From an optimization exercise on the open Yosys and OpenROAD flow, aimed at small area; shortcuts taken in it are not production practice. Where RTL was checked, it was by simulation tests only, not by an equivalence proof against the original. No activity file was given, so power comes from the tool's default toggle rates.

// debug_controller
module debug_controller #(
    parameter BAUD = 625000,  
    parameter CLK_RATE = 10,  
    parameter TIMEOUT  = 1    
    )(
    input logic clk,
    input logic rst,
    input logic srx,
    output logic stx,
    input logic [31:0] pc,
    input logic mcu_busy,
    input logic [31:0] d_rd,
    input logic error,
    output logic [31:0] d_in,
    output logic [31:0] addr,
    output logic pause,
    output logic resume,
    output logic reset,
    output logic reg_rd,
    output logic reg_wr,
    output logic mem_rd,
    output logic mem_wr,
    output logic [1:0] mem_size,
    output logic valid
);
Size: ~490 flip-flops, roughly 140 I/O pins, roughly 0.019 mm^2 of cells after synthesis.
==> flow/config.mk <==
export PLATFORM = sky130hd
export DESIGN_NAME = debug_controller
export DESIGN_NICKNAME = debug_controller
export VERILOG_FILES = /design/flow/design.v
export SDC_FILE = /design/flow/constraint.sdc
export NUM_CORES = 4
export LEC_CHECK = 0
export CAP_MARGIN = 20
export CORE_MARGIN = 2
export CORE_UTILIZATION = 40
export SLEW_MARGIN = 20
==> flow/constraint.sdc <==
create_clock -name core_clock -period 7.0 [get_ports {clk}]
set_input_delay 1.4000 -clock core_clock [delete_from_list [all_inputs] [get_ports {clk}]]
set_output_delay 1.4000 -clock core_clock [all_outputs]
set_load 0.01 [all_outputs]
standard.sh (not shown) runs the stock make flow with config.mk's settings and CLKGATE_MAP_FILE= SYNTH_SCRIPT=/design/flow/synth_recipe.tcl, a recipe that flattens the netlist after the stock synthesis.
==> flow/flow/run.sh <==
#!/bin/bash
set -euo pipefail
export BUFFER_PORTS_ARGS="-buffer_cell sky130_fd_sc_hd__buf_1"
export CTS_ARGS="-sink_clustering_enable -repair_clock_nets -dont_use_dummy_load -sink_clustering_size 10 -sink_clustering_max_diameter 40 -buf_list {sky130_fd_sc_hd__clkbuf_4}"
bash standard.sh > flow.log 2>&1
Change:
--- a/flow/design.v
+++ b/flow/design.v
@@ -225,25 +225,17 @@
                 end
                 default: ss <= S_WAIT_CMD;
             endcase
         end
     end
     wire        a_clr = (ss == S_WAIT_CMD) && rdy && (rxw[3:0] == 4'hF);
     wire        a_ld  = (ss == S_WAIT_ADDR) && rdy;
     wire        a_inc = (ss == S_PROG_WR);
-    logic [29:0] a_nx;
-    logic [30:0] a_cy;
-    always_comb begin
-        a_cy[0] = 1'b1;
-        for (int i = 0; i < 30; i++) begin
-            a_nx[i]   = r_addr[i+2] ^ a_cy[i];
-            a_cy[i+1] = r_addr[i+2] & a_cy[i];
-        end
-    end
+    wire [29:0] a_nx  = r_addr[31:2] + 30'd1;
     always_ff @(posedge clk) begin
         if (rst || a_clr)  r_addr <= 0;
         else if (a_ld)     r_addr <= rxw;
         else if (a_inc)    r_addr[31:2] <= a_nx;
     end
     assign addr = r_addr;
     assign d_in = r_d_in;
     localparam FN_PAUSE        = 4'h1;
- The changed run went through all stages and came out clean
- combinational power goes down by 17%
- design area grows by 1.1%
- worst setup slack gets better by 2.1 ns
- wire length rises by 5.8%
- area after synthesis came out higher by 0.85%
- core utilization came out lower by 0.27 points
- clock power stays flat
- hold slack gains 0.037 ns
- register-to-register slack is better by 2.7 ns
- sequential cell count stays the same
- final cell count climbs by 3.1%
- clock-buffer cell count climbs by 2
- via count increases by 4.1%
Function was not checked in any run of this note: the RTL went through the layout flow alone.

debug_controller, a different RTL version from the one above (not shown whole).
Size in the first run: about 140 I/O pins, ~0.019 mm^2 of cells after synthesis.
clock: 7.0 ns
lec_check: 0
cap_margin: 20
core_margin: 2
core_utilization: 40
slew_margin: 20
Scripts as last shown in full above: flow/flow/run.sh
Then changed:
--- a/flow/design.v
+++ b/flow/design.v
@@ -218,30 +218,30 @@
                 default: ss <= S_WAIT_CMD;
             endcase
         end
     end
     wire        a_clr = (ss == S_WAIT_CMD) && rdy && (rxw[3:0] == 4'hF);
     wire        a_ld  = (ss == S_WAIT_ADDR) && rdy;
     wire        a_inc = (ss == S_PROG_WR);
     logic [29:0] a_nx;
     logic [30:0] a_cy;
     always_comb begin
-        a_cy[0] = 1'b1;
+        a_cy[0] = a_inc;
         for (int i = 0; i < 30; i++) begin
             a_nx[i]   = r_addr[i+2] ^ a_cy[i];
             a_cy[i+1] = r_addr[i+2] & a_cy[i];
         end
     end
     always_ff @(posedge clk) begin
         if (rst || a_clr)  r_addr <= 0;
         else if (a_ld)     r_addr <= rxw;
-        else if (a_inc)    r_addr[31:2] <= a_nx;
+        else               r_addr[31:2] <= a_nx;
     end
     assign addr = r_addr;
     assign d_in = r_d_in;
     localparam FN_PAUSE        = 4'h1;
     localparam FN_RESUME       = 4'h2;
     localparam FN_RESET        = 4'h4;
     localparam FN_MEM_RD_BYTE  = 4'h6;
     localparam FN_MEM_RD_WORD  = 4'h7;
     localparam FN_REG_RD       = 4'h8;
     localparam FN_BR_PT_ADD    = 4'h9;
- global-route usage drops by 1.2 points
- cell area came out lower by 1.0%
- total power drops by 0.73%
- sequential share of layout area increases by 0.54 points
- area after synthesis shrinks by 1.2%
For the first run of this note, only the layout was checked, not whether the RTL still works.

==> port drivers added, routing unchanged <==
The results above use ideal ports. As a check the final layouts listed here were re-extracted and re-timed, cells and wires unchanged. Step 1: set_driving_cell puts a clkbuf_16 on clk and a buf_2 on each other input, an assumption about the parent block. Step 2, shift: input delay + t, output delay - t, t = (earliest + latest rising clock arrival at the registers) / 2. This alone moves slack from input paths to output paths. a / b / c = ideal / step 1 / step 2; a / b = the first two.
| run | t, ns | setup slack, ns | cell pins on the clock port's net |
|---|---|---|---|
| the first run of note 1 | 0.798 | 1.016 / 1.016 / 1.016 | 1 |
| the second run of note 1 | 0.835 | 3.072 / 3.091 / 2.256 | 1 |
| the first run of note 2 | 0.801 | 1.028 / 1.028 / 1.028 | 1 |
| the second run of note 2 | 0.762 | 0.630 / 0.630 / 0.630 | 1 |
After both steps every run listed still meets setup and hold. For the second run of note 1, which loses most, drivers alone change the setup slack by +0.019 ns; drivers and shift together by -0.816 ns.
